Source: an optimization exercise on an open RTL-to-GDS flow (aim: small area and a short achievable clock period). Production flows keep margins and buffers that such runs may drop. Only simulation tests tie the RTL to the original design; equivalence was not proved. Power is estimated from default activity; no workload was simulated.

==> 08-09 <==
Design altfp_divider_33, start of the top module:
module altfp_divider_33 (clk_en, clock, dataa, datab, result);
    input         clk_en;
    input         clock;
    input  [31:0] dataa;
    input  [31:0] datab;
    output [31:0] result;
    localparam NIT = 24;           
    localparam NDLY = 33 - 4 - NIT - 2;
    reg        s1_s;
    reg [7:0]  s1_ea, s1_eb;
    reg [22:0] s1_fa, s1_fb;
    always @(posedge clock) if (clk_en) begin
        s1_s  <= dataa[31] ^ datab[31];
        s1_ea <= dataa[30:23];
        s1_eb <= datab[30:23];
        s1_fa <= dataa[22:0];
        s1_fb <= datab[22:0];
    end
    wire a_zero = (s1_ea == 8'd0);
    wire b_zero = (s1_eb == 8'd0);
    wire a_max  = (s1_ea == 8'hff);
    wire b_max  = (s1_eb == 8'hff);
    wire a_nan  = a_max & (s1_fa != 23'd0);
    wire b_nan  = b_max & (s1_fb != 23'd0);
    wire a_inf  = a_max & ~a_nan;
    wire b_inf  = b_max & ~b_nan;
    wire r_nan  = a_nan | b_nan | (a_zero & b_zero) | (a_inf & b_inf);
    wire r_big  = r_nan | a_inf | b_zero;           
    wire r_spec = r_big | a_zero | b_inf;           
    wire a_lt_b = (s1_fa < s1_fb);
    reg        s2_s, s2_lt, s2_nan, s2_big, s2_spec;
    reg [9:0]  s2_e;
    reg [22:0] s2_fa;
    reg [22:0] s2_fb;
    always @(posedge clock) if (clk_en) begin
        s2_s    <= s1_s;
        s2_lt   <= a_lt_b;
        s2_nan  <= r_nan;
        s2_big  <= r_big;
        s2_spec <= r_spec;
        s2_e    <= {2'b00, s1_ea} - {2'b00, s1_eb} + 10'd127;
        s2_fa   <= s1_fa;
        s2_fb   <= s1_fb;
    end
    wire [9:0]  e_n  = s2_e - {9'd0, s2_lt};
    wire ovf  = ~e_n[9] & (e_n[8] | (e_n[7:0] == 8'hff));
    wire unf  = e_n[9] | (e_n[8:0] == 9'd0);
    wire big  = s2_big | (~s2_spec & ovf);
    wire kill = s2_spec | ovf | unf;
    reg        s2b_s, s2b_kill, s2b_nan;
    reg [7:0]  s2b_e;
    reg [24:0] s2b_dvd;
    reg [22:0] s2b_fb;
    always @(posedge clock) if (clk_en) begin
        s2b_s    <= s2_s;
        s2b_kill <= kill;
        s2b_nan  <= s2_nan;
  ...
==> module altfp_divider_33, before the edit <==
module altfp_divider_33 (clk_en, clock, dataa, datab, result);
    input         clk_en;
    input         clock;
    input  [31:0] dataa;
    input  [31:0] datab;
    output [31:0] result;
    localparam NIT = 24;           
    localparam NDLY = 33 - 4 - NIT - 2;
    reg        s1_s;
    reg [7:0]  s1_ea, s1_eb;
    reg [22:0] s1_fa, s1_fb;
    always @(posedge clock) if (clk_en) begin
        s1_s  <= dataa[31] ^ datab[31];
        s1_ea <= dataa[30:23];
        s1_eb <= datab[30:23];
        s1_fa <= dataa[22:0];
        s1_fb <= datab[22:0];
    end
    wire a_zero = (s1_ea == 8'd0);
    wire b_zero = (s1_eb == 8'd0);
    wire a_max  = (s1_ea == 8'hff);
    wire b_max  = (s1_eb == 8'hff);
    wire a_nan  = a_max & (s1_fa != 23'd0);
    wire b_nan  = b_max & (s1_fb != 23'd0);
    wire a_inf  = a_max & ~a_nan;
    wire b_inf  = b_max & ~b_nan;
    wire r_nan  = a_nan | b_nan | (a_zero & b_zero) | (a_inf & b_inf);
    wire r_big  = r_nan | a_inf | b_zero;           
    wire r_spec = r_big | a_zero | b_inf;           
    wire a_lt_b = (s1_fa < s1_fb);
    reg        s2_s, s2_lt, s2_nan, s2_big, s2_spec;
    reg [9:0]  s2_e;
    reg [22:0] s2_fa;
    reg [22:0] s2_fb;
    always @(posedge clock) if (clk_en) begin
        s2_s    <= s1_s;
        s2_lt   <= a_lt_b;
        s2_nan  <= r_nan;
        s2_big  <= r_big;
        s2_spec <= r_spec;
        s2_e    <= {2'b00, s1_ea} - {2'b00, s1_eb} + 10'd127;
        s2_fa   <= s1_fa;
        s2_fb   <= s1_fb;
    end
    wire [9:0]  e_n  = s2_e - {9'd0, s2_lt};
    wire ovf  = ~e_n[9] & (e_n[8] | (e_n[7:0] == 8'hff));
    wire unf  = e_n[9] | (e_n[8:0] == 9'd0);
    wire big  = s2_big | (~s2_spec & ovf);
    wire kill = s2_spec | ovf | unf;
    reg        s2b_s, s2b_kill, s2b_nan;
    reg [7:0]  s2b_e;
    reg [24:0] s2b_dvd;
    reg [22:0] s2b_fb;
    always @(posedge clock) if (clk_en) begin
        s2b_s    <= s2_s;
        s2b_kill <= kill;
        s2b_nan  <= s2_nan;
        s2b_e    <= big ? 8'hff : (kill ? 8'h00 : e_n[7:0]);
        s2b_dvd  <= s2_lt ? {1'b1, s2_fa, 1'b0} : {1'b0, 1'b1, s2_fa};
        s2b_fb   <= s2_fb;
    end
    wire [24:0] r3 = s2b_dvd - {1'b0, 1'b1, s2b_fb};
    reg        s3_s;
    reg [7:0]  s3_e;
    reg [22:0] s3_fb;       
    reg [23:0] s3_r;
    always @(posedge clock) if (clk_en) begin
        s3_s  <= s2b_s;
        s3_e  <= s2b_e;
        s3_fb <= s2b_kill ? {23{1'b1}} : ~s2b_fb;
        s3_r  <= s2b_kill ? {1'b0, s2b_nan, 22'd0} : r3[23:0];
    end
    wire        it_s  [0:NIT];
    wire [7:0]  it_e  [0:NIT];
    wire [22:0] it_fb [0:NIT];      
    wire [23:0] it_r  [0:NIT];
    wire [NIT-1:0] it_q [0:NIT];
    assign it_s[0]  = s3_s;
    assign it_e[0]  = s3_e;
    assign it_fb[0] = s3_fb;
    assign it_r[0]  = s3_r;
    assign it_q[0]  = {NIT{1'b0}};
    genvar k;
    generate
        for (k = 0; k < NIT; k = k + 1) begin : g_it
            wire [25:0] t = {1'b0, it_r[k], 1'b0} + {3'b110, it_fb[k]} + 26'd1;
            wire q = ~t[25];
            reg        s;
            reg [7:0]  e;
            reg [22:0] fb;
            reg [23:0] r;
            reg [NIT-1:0] qq;
            always @(posedge clock) if (clk_en) begin
                s  <= it_s[k];
                e  <= it_e[k];
                fb <= it_fb[k];
                r  <= q ? t[23:0] : {it_r[k][22:0], 1'b0};
                qq <= {it_q[k][NIT-2:0], q};
            end
            assign it_s[k+1]  = s;
            assign it_e[k+1]  = e;
            assign it_fb[k+1] = fb;
            assign it_r[k+1]  = r;
            assign it_q[k+1]  = qq;
        end
    endgenerate
    reg        st_s, st_st;
    reg [7:0]  st_e;
    reg [23:0] st_q;
    always @(posedge clock) if (clk_en) begin
        st_s  <= it_s[NIT];
        st_e  <= it_e[NIT];
        st_q  <= it_q[NIT];
        st_st <= |it_r[NIT];
    end
    wire inc = st_q[0] & (st_st | st_q[1]);
    wire [22:0] frac = st_q[23:1] + {22'd0, inc};
    wire [31:0] rd [0:NDLY];
    reg  [31:0] rd0;
    always @(posedge clock) if (clk_en) rd0 <= {st_s, st_e, frac};
    assign rd[0] = rd0;
    generate
        for (k = 0; k < NDLY; k = k + 1) begin : g_dly
            reg [31:0] d;
            always @(posedge clock) if (clk_en) d <= rd[k];
            assign rd[k+1] = d;
        end
    endgenerate
    assign result = rd[NDLY];
endmodule
==> flow/config.mk <==
export PLATFORM = sky130hd
export DESIGN_NAME = altfp_divider_33
export DESIGN_NICKNAME = altfp_divider_33
export VERILOG_FILES = /design/flow/design.v
export SDC_FILE = /design/flow/constraint.sdc
export NUM_CORES = 4
export LEC_CHECK = 0
export CAP_MARGIN = 20
export CORE_MARGIN = 2
export CORE_UTILIZATION = 60
export PLACE_DENSITY = 0.7
export SETUP_SLACK_MARGIN = 1.5
export SLEW_MARGIN = 20
==> flow/constraint.sdc <==
create_clock -name core_clock -period 5.0 [get_ports {clock}]
set_input_delay 1.0000 -clock core_clock [delete_from_list [all_inputs] [get_ports {clock}]]
set_output_delay 1.0000 -clock core_clock [all_outputs]
set_load 0.01 [all_outputs]
run.sh (not shown) runs the stock make flow with config.mk's settings and CLKGATE_MAP_FILE= SYNTH_SCRIPT=/design/flow/synth_recipe.tcl, a recipe that flattens the netlist after the stock synthesis.
==> 03-28: changes against 08-09 <==
--- a/flow/design.v
+++ b/flow/design.v
@@ -9,5 +9,5 @@
     reg        s1_s;
     reg [7:0]  s1_ea, s1_eb;
-    reg [22:0] s1_fa, s1_fb;
+    reg [22:0] s1_fa, s1_nfb;    
     always @(posedge clock) if (clk_en) begin
         s1_s  <= dataa[31] ^ datab[31];
@@ -15,5 +15,5 @@
         s1_eb <= datab[30:23];
         s1_fa <= dataa[22:0];
-        s1_fb <= datab[22:0];
+        s1_nfb <= ~datab[22:0];
     end
     wire a_zero = (s1_ea == 8'd0);
@@ -22,5 +22,5 @@
     wire b_max  = (s1_eb == 8'hff);
     wire a_nan  = a_max & (s1_fa != 23'd0);
-    wire b_nan  = b_max & (s1_fb != 23'd0);
+    wire b_nan  = b_max & (s1_nfb != {23{1'b1}});
     wire a_inf  = a_max & ~a_nan;
     wire b_inf  = b_max & ~b_nan;
@@ -28,9 +28,12 @@
     wire r_big  = r_nan | a_inf | b_zero;           
     wire r_spec = r_big | a_zero | b_inf;           
-    wire a_lt_b = (s1_fa < s1_fb);
+    wire [24:0] cmp_d;
+    wire cmp_c;
+    div_sub25 u_cmp (.x({2'b01, s1_fa}), .nfb(s1_nfb), .d(cmp_d), .c(cmp_c));
+    wire a_lt_b = ~cmp_c;
     reg        s2_s, s2_lt, s2_nan, s2_big, s2_spec;
-    reg [9:0]  s2_e;
+    reg [9:0]  s2_e;        
     reg [22:0] s2_fa;
-    reg [22:0] s2_fb;
+    reg [22:0] s2_nfb;
     always @(posedge clock) if (clk_en) begin
         s2_s    <= s1_s;
@@ -39,9 +42,9 @@
         s2_big  <= r_big;
         s2_spec <= r_spec;
-        s2_e    <= {2'b00, s1_ea} - {2'b00, s1_eb} + 10'd127;
+        s2_e    <= {2'b00, s1_ea} - {2'b00, s1_eb};
         s2_fa   <= s1_fa;
-        s2_fb   <= s1_fb;
+        s2_nfb  <= s1_nfb;
     end
-    wire [9:0]  e_n  = s2_e - {9'd0, s2_lt};
+    wire [9:0]  e_n  = s2_e + (s2_lt ? 10'd126 : 10'd127);
     wire ovf  = ~e_n[9] & (e_n[8] | (e_n[7:0] == 8'hff));
     wire unf  = e_n[9] | (e_n[8:0] == 9'd0);
@@ -51,5 +54,5 @@
     reg [7:0]  s2b_e;
     reg [24:0] s2b_dvd;
-    reg [22:0] s2b_fb;
+    reg [22:0] s2b_nfb;
     always @(posedge clock) if (clk_en) begin
         s2b_s    <= s2_s;
@@ -58,7 +61,9 @@
         s2b_e    <= big ? 8'hff : (kill ? 8'h00 : e_n[7:0]);
         s2b_dvd  <= s2_lt ? {1'b1, s2_fa, 1'b0} : {1'b0, 1'b1, s2_fa};
-        s2b_fb   <= s2_fb;
+        s2b_nfb  <= s2_nfb;
     end
-    wire [24:0] r3 = s2b_dvd - {1'b0, 1'b1, s2b_fb};
+    wire [24:0] r3;
+    wire r3_c;
+    div_sub25 u_first (.x(s2b_dvd), .nfb(s2b_nfb), .d(r3), .c(r3_c));
     reg        s3_s;
     reg [7:0]  s3_e;
@@ -68,5 +73,5 @@
         s3_s  <= s2b_s;
         s3_e  <= s2b_e;
-        s3_fb <= s2b_kill ? {23{1'b1}} : ~s2b_fb;
+        s3_fb <= s2b_kill ? {23{1'b1}} : s2b_nfb;
         s3_r  <= s2b_kill ? {1'b0, s2b_nan, 22'd0} : r3[23:0];
     end
@@ -84,6 +89,7 @@
     generate
         for (k = 0; k < NIT; k = k + 1) begin : g_it
-            wire [25:0] t = {1'b0, it_r[k], 1'b0} + {3'b110, it_fb[k]} + 26'd1;
-            wire q = ~t[25];
+            wire [24:0] t;
+            wire q;
+            div_sub25 u_sub (.x({it_r[k], 1'b0}), .nfb(it_fb[k]), .d(t), .c(q));
             reg        s;
             reg [7:0]  e;
@@ -129,2 +135,50 @@
     assign result = rd[NDLY];
 endmodule
+module div_sub25 (x, nfb, d, c);
+    input  [24:0] x;
+    input  [22:0] nfb;
+    output [24:0] d;
+    output        c;
+    wire [24:0] nd = {2'b10, nfb};           
+    wire [24:0] g = x & nd;
+    wire [24:0] p = x ^ nd;
+    wire [24:0] gl [0:5];
+    wire [24:0] pl [0:5];
+    assign gl[0] = {g[24:1], g[0] | p[0]};
+    assign pl[0] = {p[24:1], 1'b0};
+    genvar l, i;
+    generate
+        for (l = 0; l < 5; l = l + 1) begin : g_l
+            for (i = 0; i < 25; i = i + 1) begin : g_b
+                if (((i >> l) & 1) == 1) begin : g_m
+                    localparam integer J = ((i >> l) << l) - 1;
+                    localparam integer LO = (i >> (l + 1)) << (l + 1);
+                    if (LO == 0) begin : g_g
+                        div_gcell u (.gh(gl[l][i]), .ph(pl[l][i]), .gl(gl[l][J]), .g(gl[l+1][i]));
+                        assign pl[l+1][i] = 1'b0;
+                    end else begin : g_gp
+                        div_gpcell u (.gh(gl[l][i]), .ph(pl[l][i]), .gl(gl[l][J]), .pl(pl[l][J]),
+                                      .g(gl[l+1][i]), .p(pl[l+1][i]));
+                    end
+                end else begin : g_p
+                    assign gl[l+1][i] = gl[l][i];
+                    assign pl[l+1][i] = pl[l][i];
+                end
+            end
+        end
+    endgenerate
+    wire [25:0] cy = {gl[5], 1'b1};
+    assign d = p ^ cy[24:0];
+    assign c = cy[25];
+endmodule
+module div_gcell (gh, ph, gl, g);
+    input gh, ph, gl;
+    output g;
+    assign g = gh | (ph & gl);
+endmodule
+module div_gpcell (gh, ph, gl, pl, g, p);
+    input gh, ph, gl, pl;
+    output g, p;
+    assign g = gh | (ph & gl);
+    assign p = ph & pl;
+endmodule
Settings changed: CORE_UTILIZATION 60 to 70, PLACE_DENSITY 0.7 to 0.8, SETUP_SLACK_MARGIN 1.5 to 3.0, SYNTH_HIERARCHICAL set to 1.
==> notes <==
Of 08-09 and 03-28, 03-28 has the higher synthesized area (gap about 1%, measured against 03-28). In first-iteration DRC count, 08-09 and 03-28 hardly differ. Sequential share of layout area: 08-09 is higher than 03-28 (4.5 points). Sequential power: 03-28 is larger than 08-09 (about 2%). Of 03-28 and 08-09, 08-09 has the higher synthesized cell count (gap 9.1%, measured against 08-09).
==> figures <==
| quantity | 03-28 | 08-09 |
|---|---|---|
| Multi-input gate share of total cell area | 35.96% | 32.06% |
| Crit path largest cell delay | 460 ps | 440 ps |
| WL met1 | 82.21 mm | 85.52 mm |
| Worst flop-to-flop path startpoint | g_it[14].fb[0] | g_it[7].r[5] |
| Power share of the sequential group | 36.1% | 39.0% |
| Number of warnings reported in the yosys synthesis log | 8 | 1 |
| Final worst clock skew | 73.46 ps | 50.28 ps |
| Result of the run | timing/DRC/antenna clean | timing/DRC/antenna clean |
| Met3 Use GR | 4.212% | 3.055% |
| Capture instance of the worst register-to-register path | g_it[15].r[23] | g_it[8].r[16] |
| Synthesized instance count | 6408 | 7051 |
| Multi-input gate count | 4259 | 4643 |

==> what the ideal ports hide <==
The flow's constraints put no driver on any port. The routed layouts listed below were extracted and timed again, unchanged, in two steps. Step 1, drivers: a clkbuf_16 drives clock and a buf_2 each remaining input, both assumed. Step 2, shift: input delay + t, output delay - t, t = (earliest + latest rising clock arrival at the registers) / 2. This alone moves slack from input paths to output paths. Three values: ideal ports, drivers, drivers and shift; two values: the first two.
run | t (ns) | slack for setup (ns) | worst slew at a driven data input, ns
08-09 | 0.897 | 1.577 / 1.577 / 1.577 | 0.08
03-28 | 0.917 | 2.257 / 2.257 / 2.102 | 0.08
After both steps every run listed still meets setup and hold. For 03-28, which loses most, drivers alone change the setup slack by 0.000 ns; drivers and shift together by -0.155 ns.
